Context: an optimization exercise on an open-source flow, tuned for small area, a short achievable clock period and few clock cycles. The choices shown serve that exercise and are no tape-out recipe. Function was checked by simulation only, so behaviour that the tests miss may differ from the original.

==> flow/design.v <==
module bin_ext_gcd #(
  parameter NBITS = 256) (
  input               clk,
  input               rst_n,
  input               enable_p,
  input  [NBITS-1 :0] x,
  input  [NBITS-1 :0] y,
  output [NBITS+2 :0] a,
  output [NBITS+2 :0] b,
  output [NBITS-1 :0] gcd,
  output              done_irq_p
);
localparam CW = NBITS + 3;    
localparam AW = NBITS + 4;    
reg              busy;
reg              done_r;
reg              fin;         
reg              phase;       
reg  [7:0]       k;           
reg  [NBITS-1:0] u;
reg  [NBITS-1:0] vs;          
reg  [CW-1:0]    Au, Bu, An, Bn;
reg              ninit;       
reg  [NBITS-1:0] xr, yr;      
reg              sub, shu, shv, selU, gVa, gVo, tforce, t2, mp1, mp2, mm1;
reg              kp1, kn1, kn2;
function [9:0] ctl;
  input ph, u0, u1, v0, v1;             
  input au0, au1, an0, an1, bu0, bu1, bn0, bn1;
  input sga, sgb;
  input yo, yb1, xb1;
  reg su, sv, sb, hu, hv, tf, d1, tt, a0, a1, b0, b1, p1, p2, n1, od;
  begin
    hv = ph | (u0 & ~v0);
    hu = ~ph & ~u0;
    sb = ~ph & u0 & v0;
    tf = ph | (~u0 & ~v0);
    su = hu | sb;
    sv = hv | sb;
    d1 = sb ? (u1 ^ v1) : (hu ? u1 : v1);
    tt = ~tf & ~d1;
    a0 = (su & au0) ^ (sv & an0);
    a1 = (su & au1) ^ (sv & an1) ^ (su & au0 & sv & an0);
    b0 = (su & bu0) ^ (sv & bn0);
    b1 = (su & bu1) ^ (sv & bn1) ^ (su & bu0 & sv & bn0);
    if (yo) begin
      p2 = tt & a1 & ~a0;
      p1 = tt & a0 & (a1 ^ yb1);
      n1 = tt & a0 & ~(a1 ^ yb1);
      od = ~tt & a0;
      p1 = p1 | (od & sga);
      n1 = n1 | (od & ~sga);
    end else begin
      p2 = tt & b1 & ~b0;
      p1 = tt & b0 & ~(b1 ^ xb1);
      n1 = tt & b0 & (b1 ^ xb1);
      od = ~tt & b0;
      p1 = p1 | (od & ~sgb);
      n1 = n1 | (od & sgb);
    end
    ctl = {sb, hu, hv, su, sv, tf, tt, p1, p2, n1};
  end
endfunction
wire [NBITS:0] s0, s1;
cmp_add #(.W(NBITS+1)) add_uv (.a({1'b0, u}), .b({1'b1, vs}), .s0(s0), .s1(s1), .pall());
wire           gt, eq;
cmp4 #(.W(NBITS)) cmp_uv (.u(u), .vs(vs), .gt(gt), .eq(eq));
wire [NBITS-1:0] u_sub = t2 ? {1'b0, s1[NBITS:2]} : s1[NBITS:1];
wire [NBITS-1:0] v_sub = t2 ? {s0[NBITS], s0[NBITS:2]} : s0[NBITS:1];
wire [NBITS-1:0] u_sh  = t2 ? {2'b00, u[NBITS-1:2]} : {1'b0, u[NBITS-1:1]};
wire [NBITS-1:0] v_sh  = t2 ? {2'b11, vs[NBITS-1:2]} : {1'b1, vs[NBITS-1:1]};
wire [CW-1:0] opa1 = selU ? Au : {CW{1'b0}};
wire [CW-1:0] opa2 = gVa ? An : {CW{1'b0}};
wire [CW-1:0] opb1 = selU ? Bu : {CW{1'b0}};
wire [CW-1:0] opb2 = ({CW{gVa}} & Bn) | {CW{gVo}};
wire [AW-1:0] yx = {{(AW-NBITS){1'b0}}, yr};
wire [AW-1:0] xx = {{(AW-NBITS){1'b0}}, xr};
wire [AW-1:0] ta = ({AW{mp1}} & yx) | ({AW{mp2}} & {yx[AW-2:0], 1'b0}) | ({AW{mm1}} & ~yx);
wire [AW-1:0] tb = ({AW{kp1}} & xx) | ({AW{kn1}} & ~xx) | ({AW{kn2}} & ~{xx[AW-2:0], 1'b0});
wire          ia = mm1;
wire          ib = kn1 | kn2;
wire [AW-1:0] a1x = {opa1[CW-1], opa1};
wire [AW-1:0] a2x = {opa2[CW-1], opa2};
wire [AW-1:0] b1x = {opb1[CW-1], opb1};
wire [AW-1:0] b2x = {opb2[CW-1], opb2};
wire [AW-1:0] sa_s = a1x ^ a2x ^ ta;
wire [AW-1:0] sa_c = {(a1x[AW-2:0] & a2x[AW-2:0]) | (a1x[AW-2:0] & ta[AW-2:0]) | (a2x[AW-2:0] & ta[AW-2:0]), ia};
wire [AW-1:0] sb_s = b1x ^ b2x ^ tb;
wire [AW-1:0] sb_c = {(b1x[AW-2:0] & b2x[AW-2:0]) | (b1x[AW-2:0] & tb[AW-2:0]) | (b2x[AW-2:0] & tb[AW-2:0]), ib};
wire [AW-1:0] sa, sb;
skl_add #(.W(AW)) add_a (.a(sa_s), .b(sa_c), .cin(1'b0), .s(sa));
skl_add #(.W(AW)) add_b (.a(sb_s), .b(sb_c), .cin(1'b0), .s(sb));
wire [CW-1:0] ra = t2 ? {sa[AW-1], sa[AW-1:2]} : sa[CW:1];
wire [CW-1:0] rb = t2 ? {sb[AW-1], sb[AW-1:2]} : sb[CW:1];
reg              r_sub, r_shu, r_shv, r_shvp;
wire wr_u    = (r_sub & gt) | (r_shu & ~eq);                    
wire wr_v    = (r_sub & ~gt & ~eq) | r_shvp | (r_shv & ~eq);     
wire step    = wr_u | wr_v;
wire phase_n = ~phase & tforce;                    
wire [NBITS-1:0] u_n  = sub ? u_sub : u_sh;        
wire [NBITS-1:0] vs_n = sub ? v_sub : v_sh;        
function [2:0] ctlk;
  input ph, u0, u1, v0, v1;
  input au0, au1, an0, an1, bu0, bu1, bn0, bn1;
  input sga, sgb;
  input yo, yb1, xb1;
  reg       su, sv, tt;
  reg [1:0] as, bs, k4;
  begin
    su = ph ? 1'b0 : (~u0 | v0);
    sv = ph | u0;
    tt = ~ph & (u0 | v0) & ~((u0 & v0) ? (u1 ^ v1) : (u0 ? v1 : u1));
    as = (su ? {au1, au0} : 2'd0) + (sv ? {an1, an0} : 2'd0);
    bs = (su ? {bu1, bu0} : 2'd0) + (sv ? {bn1, bn0} : 2'd0);
    if (tt)
      k4 = yo ? (yb1 ? 2'd0 - as : as) : (xb1 ? bs : 2'd0 - bs);
    else if (yo)
      k4 = as[0] ? (sga ? 2'd3 : 2'd1) : 2'd0;
    else
      k4 = bs[0] ? (sgb ? 2'd1 : 2'd3) : 2'd0;
    ctlk = {k4 == 2'd1, k4 == 2'd3, k4 == 2'd2};
  end
endfunction
function [10:0] gv;
  input [9:0] c;
  input       ni;
  begin
    gv = {c[9:6], c[5] & ~ni, c[5] & ni, c[4:0]};
  end
endfunction
wire [1:0] an_lo = ninit ? 2'b00 : An[1:0];
wire [1:0] bn_lo = ninit ? 2'b11 : Bn[1:0];
wire       an_sg = ~ninit & An[CW-1];
wire       bn_sg = ninit | Bn[CW-1];
wire [9:0] ctl_u = ctl(phase_n, u_n[0], u_n[1], ~vs[0], ~vs[1],
                       ra[0], ra[1], an_lo[0], an_lo[1], rb[0], rb[1], bn_lo[0], bn_lo[1],
                       an_sg, bn_sg, yr[0], yr[1], xr[1]);
wire [9:0] ctl_v = ctl(phase_n, u[0], u[1], ~vs_n[0], ~vs_n[1],
                       Au[0], Au[1], ra[0], ra[1], Bu[0], Bu[1], rb[0], rb[1],
                       Au[CW-1], Bu[CW-1], yr[0], yr[1], xr[1]);
wire [9:0] ctl_l = ctl(1'b0, x[0], x[1], y[0], y[1],
                       1'b1, 1'b0, 1'b0, 1'b0, 1'b0, 1'b0, 1'b1, 1'b1,
                       1'b0, 1'b0, y[0], y[1], x[1]);
always @(posedge clk) begin
  xr <= x;
  yr <= y;
end
wire [2:0] ck_u = ctlk(phase_n, u_n[0], u_n[1], ~vs[0], ~vs[1],
                      ra[0], ra[1], an_lo[0], an_lo[1], rb[0], rb[1], bn_lo[0], bn_lo[1],
                      an_sg, bn_sg, yr[0], yr[1], xr[1]);
wire [2:0] ck_v = ctlk(phase_n, u[0], u[1], ~vs_n[0], ~vs_n[1],
                      Au[0], Au[1], ra[0], ra[1], Bu[0], Bu[1], rb[0], rb[1],
                      Au[CW-1], Bu[CW-1], yr[0], yr[1], xr[1]);
wire [2:0] ck_l = ctlk(1'b0, x[0], x[1], y[0], y[1],
                      1'b1, 1'b0, 1'b0, 1'b0, 1'b0, 1'b0, 1'b1, 1'b1,
                      1'b0, 1'b0, y[0], y[1], x[1]);
wire [2:0] ck_n = enable_p ? ck_l : step ? (wr_u ? ck_u : ck_v) : {kp1, kn1, kn2};
wire [10:0] ctl_n = enable_p ? gv(ctl_l, 1'b1)
                  : step ? (wr_u ? gv(ctl_u, ninit) : gv(ctl_v, 1'b0))
                  : {sub, shu, shv, selU, gVa, gVo, tforce, t2, mp1, mp2, mm1};
wire last    = k == 8'd0;
reg         busy_n, fin_n, phase_nx, done_n;
reg  [7:0]  k_n;
always @(*) begin
  busy_n   = busy;
  done_n   = 1'b0;
  fin_n    = fin;
  phase_nx = phase;
  k_n      = k;
  if (enable_p) begin
    busy_n   = 1'b1;
    fin_n    = 1'b0;
    phase_nx = 1'b0;
    k_n      = 8'd0;
  end else if (busy) begin
    if (fin) begin
      if (last) begin
        busy_n = 1'b0;
        done_n = 1'b1;
        fin_n  = 1'b0;
      end else begin
        k_n = k - 8'd1;
      end
    end else if (phase) begin
      phase_nx = 1'b0;
      k_n      = k + 8'd1;
    end else if (eq) begin
      if (last) begin
        busy_n = 1'b0;
        done_n = 1'b1;
      end else begin
        fin_n  = 1'b1;
      end
    end else if (tforce) begin
      phase_nx = 1'b1;
    end
  end
end
wire run_n = busy_n & ~fin_n;
always @(posedge clk) begin
  {sub, shu, shv, selU, gVa, gVo, tforce, t2, mp1, mp2, mm1} <= ctl_n;
  {kp1, kn1, kn2} <= ck_n;
end
always @(posedge clk or negedge rst_n) begin
  if (!rst_n) begin
    busy   <= 1'b0;
    done_r <= 1'b0;
    fin    <= 1'b0;
    phase  <= 1'b0;
    k      <= 8'd0;
    r_sub  <= 1'b0;
    r_shu  <= 1'b0;
    r_shv  <= 1'b0;
    r_shvp <= 1'b0;
  end else begin
    busy   <= busy_n;
    done_r <= done_n;
    fin    <= fin_n;
    phase  <= phase_nx;
    k      <= k_n;
    r_sub  <= run_n & ctl_n[10];
    r_shu  <= run_n & ctl_n[9];
    r_shv  <= run_n & ctl_n[8] & ~phase_nx;
    r_shvp <= run_n & ctl_n[8] & phase_nx;
  end
end
always @(posedge clk) begin
  if (enable_p) begin
    u    <= x;
    vs   <= ~y;
    Au   <= {{(CW-1){1'b0}}, 1'b1};
    Bu   <= {CW{1'b0}};
    ninit <= 1'b1;
  end else if (busy & fin) begin
    if (k != 8'd0) u <= {u[NBITS-2:0], 1'b0};
  end else begin
    if (wr_u) begin
      u    <= u_n;
      Au   <= ra;
      Bu   <= rb;
    end
    if (wr_v) begin
      vs   <= vs_n;
      ninit <= 1'b0;
      An   <= ra;
      Bn   <= rb;
    end
  end
end
assign a          = Au;
assign b          = Bu;
assign gcd        = u;
assign done_irq_p = done_r;
endmodule
module skl_add #(parameter W = 260) (
  input  [W-1:0] a,
  input  [W-1:0] b,
  input          cin,
  output [W-1:0] s
);
  localparam L = 9;             
  reg [W:0] g, p, gn, pn;
  integer l, i, j;
  always @(*) begin
    j = 0;
    g = {a & b, cin};
    p = {a ^ b, 1'b0};
    for (l = 0; l < L; l = l + 1) begin
      gn = g;
      pn = p;
      for (i = 0; i <= W; i = i + 1) begin
        if ((i >> l) & 1) begin
          j = ((i >> l) << l) - 1;
          gn[i] = g[i] | (p[i] & g[j]);
          pn[i] = p[i] & p[j];
        end
      end
      g = gn;
      p = pn;
    end
  end
  assign s = a ^ b ^ g[W-1:0];
endmodule
module cmp_add #(parameter W = 257) (
  input  [W-1:0] a,
  input  [W-1:0] b,
  output [W-1:0] s0,
  output [W-1:0] s1,
  output         pall           
);
  localparam L = 9;             
  reg [W-1:0] g, p, gn, pn;
  integer l, i, j;
  always @(*) begin
    j = 0;
    g = a & b;
    p = a ^ b;
    for (l = 0; l < L; l = l + 1) begin
      gn = g;
      pn = p;
      for (i = 0; i < W; i = i + 1) begin
        if ((i >> l) & 1) begin
          j = ((i >> l) << l) - 1;
          gn[i] = g[i] | (p[i] & g[j]);
          pn[i] = p[i] & p[j];
        end
      end
      g = gn;
      p = pn;
    end
  end
  assign s0 = a ^ b ^ {g[W-2:0], 1'b0};
  assign s1 = a ^ b ^ {g[W-2:0] | p[W-2:0], 1'b1};
  assign pall = p[W-2];
endmodule
module cmp4 #(parameter W = 256) (
  input  [W-1:0] u,
  input  [W-1:0] vs,
  output         gt,
  output         eq
);
  reg [W-1:0] g, e;
  integer l, i;
  always @(*) begin
    g = u & vs;               
    e = u ^ vs;               
    for (l = 1; (W >> (2 * l)) > 0; l = l + 1) begin
      for (i = 0; i < (W >> (2 * l)); i = i + 1) begin
        g[i] = g[4*i+3] | (e[4*i+3] & g[4*i+2]) | (e[4*i+3] & e[4*i+2] & g[4*i+1])
             | (e[4*i+3] & e[4*i+2] & e[4*i+1] & g[4*i]);
        e[i] = e[4*i+3] & e[4*i+2] & e[4*i+1] & e[4*i];
      end
    end
  end
  assign gt = g[0];
  assign eq = e[0];
endmodule
==> flow/flow/run.sh <==
#!/bin/bash
set -euo pipefail
bash standard.sh SETUP_SLACK_MARGIN=8 \
  "BUFFER_PORTS_ARGS=-buffer_cell sky130_fd_sc_hd__buf_1" finish > make_finish.log 2>&1
==> flow/standard.sh <==
#!/bin/bash
# synth_recipe.tcl (not shown) runs the flow's synth.tcl, then flattens the netlist and writes it again
# the make line also repeats each setting of config.mk as NAME=value (left out here)
make -C /OpenROAD-flow-scripts/flow DESIGN_CONFIG=/design/flow/config.mk WORK_HOME=/design/flow/orfs CLKGATE_MAP_FILE= SYNTH_SCRIPT=/design/flow/synth_recipe.tcl "${@:-finish}"
==> flow/config.mk <==
export PLATFORM = sky130hd
export DESIGN_NAME = bin_ext_gcd
export DESIGN_NICKNAME = bin_ext_gcd
export VERILOG_FILES = /design/flow/design.v
export SDC_FILE = /design/flow/constraint.sdc
export NUM_CORES = 8
export LEC_CHECK = 0
export CAP_MARGIN = 30
export CORE_MARGIN = 2
export CORE_UTILIZATION = 40
export PLACE_DENSITY = 0.6
export SLEW_MARGIN = 50
export TNS_END_PERCENT = 5
==> flow/constraint.sdc <==
create_clock -name core_clock -period 14.0 [get_ports {clk}]
set_input_delay 2.8000 -clock core_clock [delete_from_list [all_inputs] [get_ports {clk}]]
set_output_delay 2.8000 -clock core_clock [all_outputs]
set_load 0.01 [all_outputs]
==> run_results.csv <==
group,metric,value,unit
floorplan,io_pins,1290,
setup_path,path_cells,"ha_1, nand4_1, or3_1, or2_2, nor2_4, nand2_2, a2111o_1, and3b_1, a221oi_4, a211oi_1, o221ai_1, xor2_1, a221oi_1, a21oi_1",
setup_path,crit_arrival,6.84,ns
route,drc_errors,0,
clock_network,clk_pin_slew,0.06,ns
global_route,grt.total_usage,38.1,%
final_layout,seqCellArea,0.0524,sq mm
global_route,grt_pass1_wl,1090000,um
global_route,antenna_found_initial,204,
yosys,yosysSeqAreaShare,33.3,%
timing,setup_tns,0,ns
floorplan,initial_core_util,40.1,%
yosys,synth-main-ff-cell,"edfxtp_1",
setup_path,required,14.69,ns
timing,fmax,163,MHz
setup_path,crit_slowest_cell,"or3_1",
yosys,ys_warn_count,4,
global_route,grt_max_degree,137,
route,firstDrtPassIters,10,
yosys,synth_nets,19900,
yosys,syn_area,0.157,sq mm
setup_path,timing.rr.start,"u[137]",
hold_path,worstHoldPathType,"flop to flop",
place,portBuffers,1289,
clock_network,htree_levels,5,
timing,slew_viol_final,0,
route,drt_iter0_drc,19400,
final_layout,nFillCells,38600,
timing,fin_crit,6.15,ns
yosys,ys_ff_latch,2091,
floorplan,rows,230,
timing,hold_viol,0,
place,dpl.cell_count,23600,
final_layout,final_cell_mix,"nand2_1 (2,291), a21oi_1 (1,596), nor2_1 (1,327)",
yosys,synth_edf_count,1040,
global_route,grt_overflow_total,0,
floorplan,die_h,631,um
timing,worst_pin_slew,0.877,ns
final_layout,nNetsFinal,20700,
clock_network,cts_root_buf,"clkbuf_16",
timing,setup_viol,0,
global_route,grt_pass1_vias,141000,
timing,grt_setup_unrepaired,"true",
final_layout,syn2layout_area_growth,15.9,%
clock_network,cts_tree,"done",
route,postRouteAntennaNets,0,
final_layout,drive_gt1_share,8.86,%
clock_network,worstSkewPairLatency,0.99,ns
place,gp_congestion,0.983,
timing,slew_headroom,41.5,%
timing,finClkSkew,0.0863,ns
setup_path,rrSetupSlack,7.85,ns
yosys,synthCells,18100,
setup_path,r2r-end,"u[233]",
run,cap_violations,0,
setup_path,critPathCaptureType,"flop",
clock_network,cts.sinks,2091,
setup_path,critPathLaunch,"u[137]",
route,wirelength,797000,um
setup_path,slowest_delay,0.64,ns
timing,timing.final.crit_share,43.9,%
setup_path,worstSetupPathType,"flop to flop",
yosys,synth_cell_type_count,119,
clock_network,cts_inserted_buffers,270,
setup_path,crit_end,"u[233]",
floorplan,die_w,631,um
place,post-dp-hpwl,576000,um
run_status,status,"complete, no violations",
yosys,async_flop_share,0.765,%
route,dr_total_vias,154000,
final_layout,multi_input_area,0.0985,sq mm
clock_network,clk_path_buf_depth,4,
setup_path,r2r_cells,14,
final_layout,finalNonFillerCells,24500,
setup_path,crit_path_start_kind,"flop",
yosys,syn_avg_cell_area,8.71,sq um
floorplan,dieArea,0.398,sq mm
final_layout,final_common_cell,"nand2_1",
route,wire_per_inst,32.5,um
floorplan,core,0.392,sq mm
setup_path,path_max_fanout,9,
route,via_per_inst,6.30,
-- per-stage QoR --
stage	area (sq um)	hold WS [ns]	setup slack (ns)	util [%]
global route	182000	0.485	7.73	46.4
floorplan	157000	0.437	6.69	-
global placement	166000	0.453	5.64	42.3
detailed placement	167000	0.458	6.12	42.7
CTS	180000	0.466	7.86	45.8
finish	182000	0.467	7.85	46.5
-- cells in the mapped netlist, types with 114 or more instances --
library cell | instances | area share, %
edfxtp_1 | 1040 | 20
inv_1 | 950 | 2.3
nand3_1 | 241 | 0.77
o21bai_1 | 123 | 0.59
o22ai_1 | 212 | 0.84
ha_1 | 784 | 6.2
and2_1 | 383 | 1.5
xor2_1 | 305 | 1.7
nor2_1 | 1352 | 3.2
nor2b_1 | 170 | 0.68
nor3_1 | 337 | 1.1
nand2b_1 | 125 | 0.50
o221ai_1 | 203 | 1.1
fa_1 | 543 | 6.9
o211ai_1 | 163 | 0.78
dfxtp_1 | 1035 | 13
xnor2_1 | 474 | 2.6
a31oi_1 | 137 | 0.55
o21a_1 | 195 | 0.93
mux2_2 | 150 | 1.1
clkbuf_1 | 1003 | 2.4
o21ai_0 | 762 | 2.4
a211oi_1 | 230 | 1.1
nand2_1 | 2308 | 5.5
mux2i_1 | 272 | 1.7
nand4_1 | 114 | 0.45
a221oi_1 | 344 | 1.9
a21o_1 | 570 | 2.7
a21oi_1 | 1633 | 5.2
and3_1 | 228 | 0.91
-- registers in the layout (all words and copies together), names as in the netlist, 8 cells and up --
name and flops:
yr 256, Bu 259, vs 256, Bn 259
An 259, u 256, Au 259, xr 256
k 8
-- per-layer routing --
metal | vias up | GRT usage (%) | wire [um] | part of all wire [%]
met5 | - | 0 | 796 | 0.10
met2 | 9181 | 54.9 | 330000 | 41
met1 | 75300 | 44.7 | 286000 | 36
met4 | 120 | 36.3 | 87700 | 11
met3 | 2394 | 11.8 | 91400 | 11
li1 | 67500 | - | - | -
-- cells by family after synthesis --
logic type / after synthesis / share of synthesized area (%)
XOR/XNOR: 781 / 4.36
buffers and inverters: 2169 / 5.26
flip-flops: 2091 / 33.3
AO/OA/AOI/OAI: 5574 / 23.9
adder cells (fa/ha/maj): 1327 / 13.2
AND/OR/NAND/NOR: 5632 / 16.3
multiplexers: 484 / 3.69
-- critical path, delay by kind of cell (launching register included) --
| family | cells | cell delay (ns) |
|---|---|---|
| and+or+nand+nor | 6 | 2.50 |
| adders and majority gates | 1 | 0.45 |
| DFF | 1 | 0.49 |
| xor gates and xnor gates | 1 | 0.18 |
| AOI/OAI and AO/OA | 6 | 2.27 |
-- worst min-delay path by stage --
stage	startpoint	end	slack, ns	depth (start not counted)
final	Bu[119]	Bu[119]	0.47	2
after CTS	Bu[119]	Bu[119]	0.47	2
after global placement	Bu[116]	Bu[116]	0.45	2
after detailed placement	Bu[119]	Bu[119]	0.46	2
after global routing	Bu[233]	Bu[233]	0.48	2
after floorplan	shv	shv	0.44	2
-- what timing repair did --
item                       4_1_cts  5_1_grt
cloned                          52       13
buffers inserted                64       56
hold buffers                     0        0
pin swaps                       25       64
setup endpoints to repair     1928     1362
resized for setup              215      194
-- cell type report --
cell class	instances	area share, %
multi-input combinational	13800	54.1
sequential	2091	28.7
timing repair buffer	1692	6.05
clock buffer	377	4.36
tap	5220	3.58
inverter	955	2.03
clock inverter	118	0.802
antenna	254	0.349
timing repair inverter	9	0.0487
Testbench counts, summed over its fixed seeds: cycles 67,681.

-- re-timing with driven ports --
How much do the figures lean on ideal ports? The routed layout below was timed once more, with nothing changed but the port constraints. Step 1 sets driving cells, clkbuf_16 on the clock port and buf_2 on the other inputs (assumed; they add their load-dependent delay and slew). Step 2 times the ports against the registers' clock, not the clock port: input delays grow and output delays shrink by t, the midpoint of the rising clock arrivals with the driver on. a / b / c = ideal ports / drivers / drivers and shift; a / b = the first two.
t, ns: 1.071
setup WS [ns]: 7.851 / 7.851 / 7.268
clock arrival spread, ns: 0.087 / 0.086
worst slew at a driven data input, ns: 0.48
After both steps setup and hold are still met in this run. For this run, drivers alone change the setup slack by 0.000 ns; drivers and shift together by -0.583 ns.
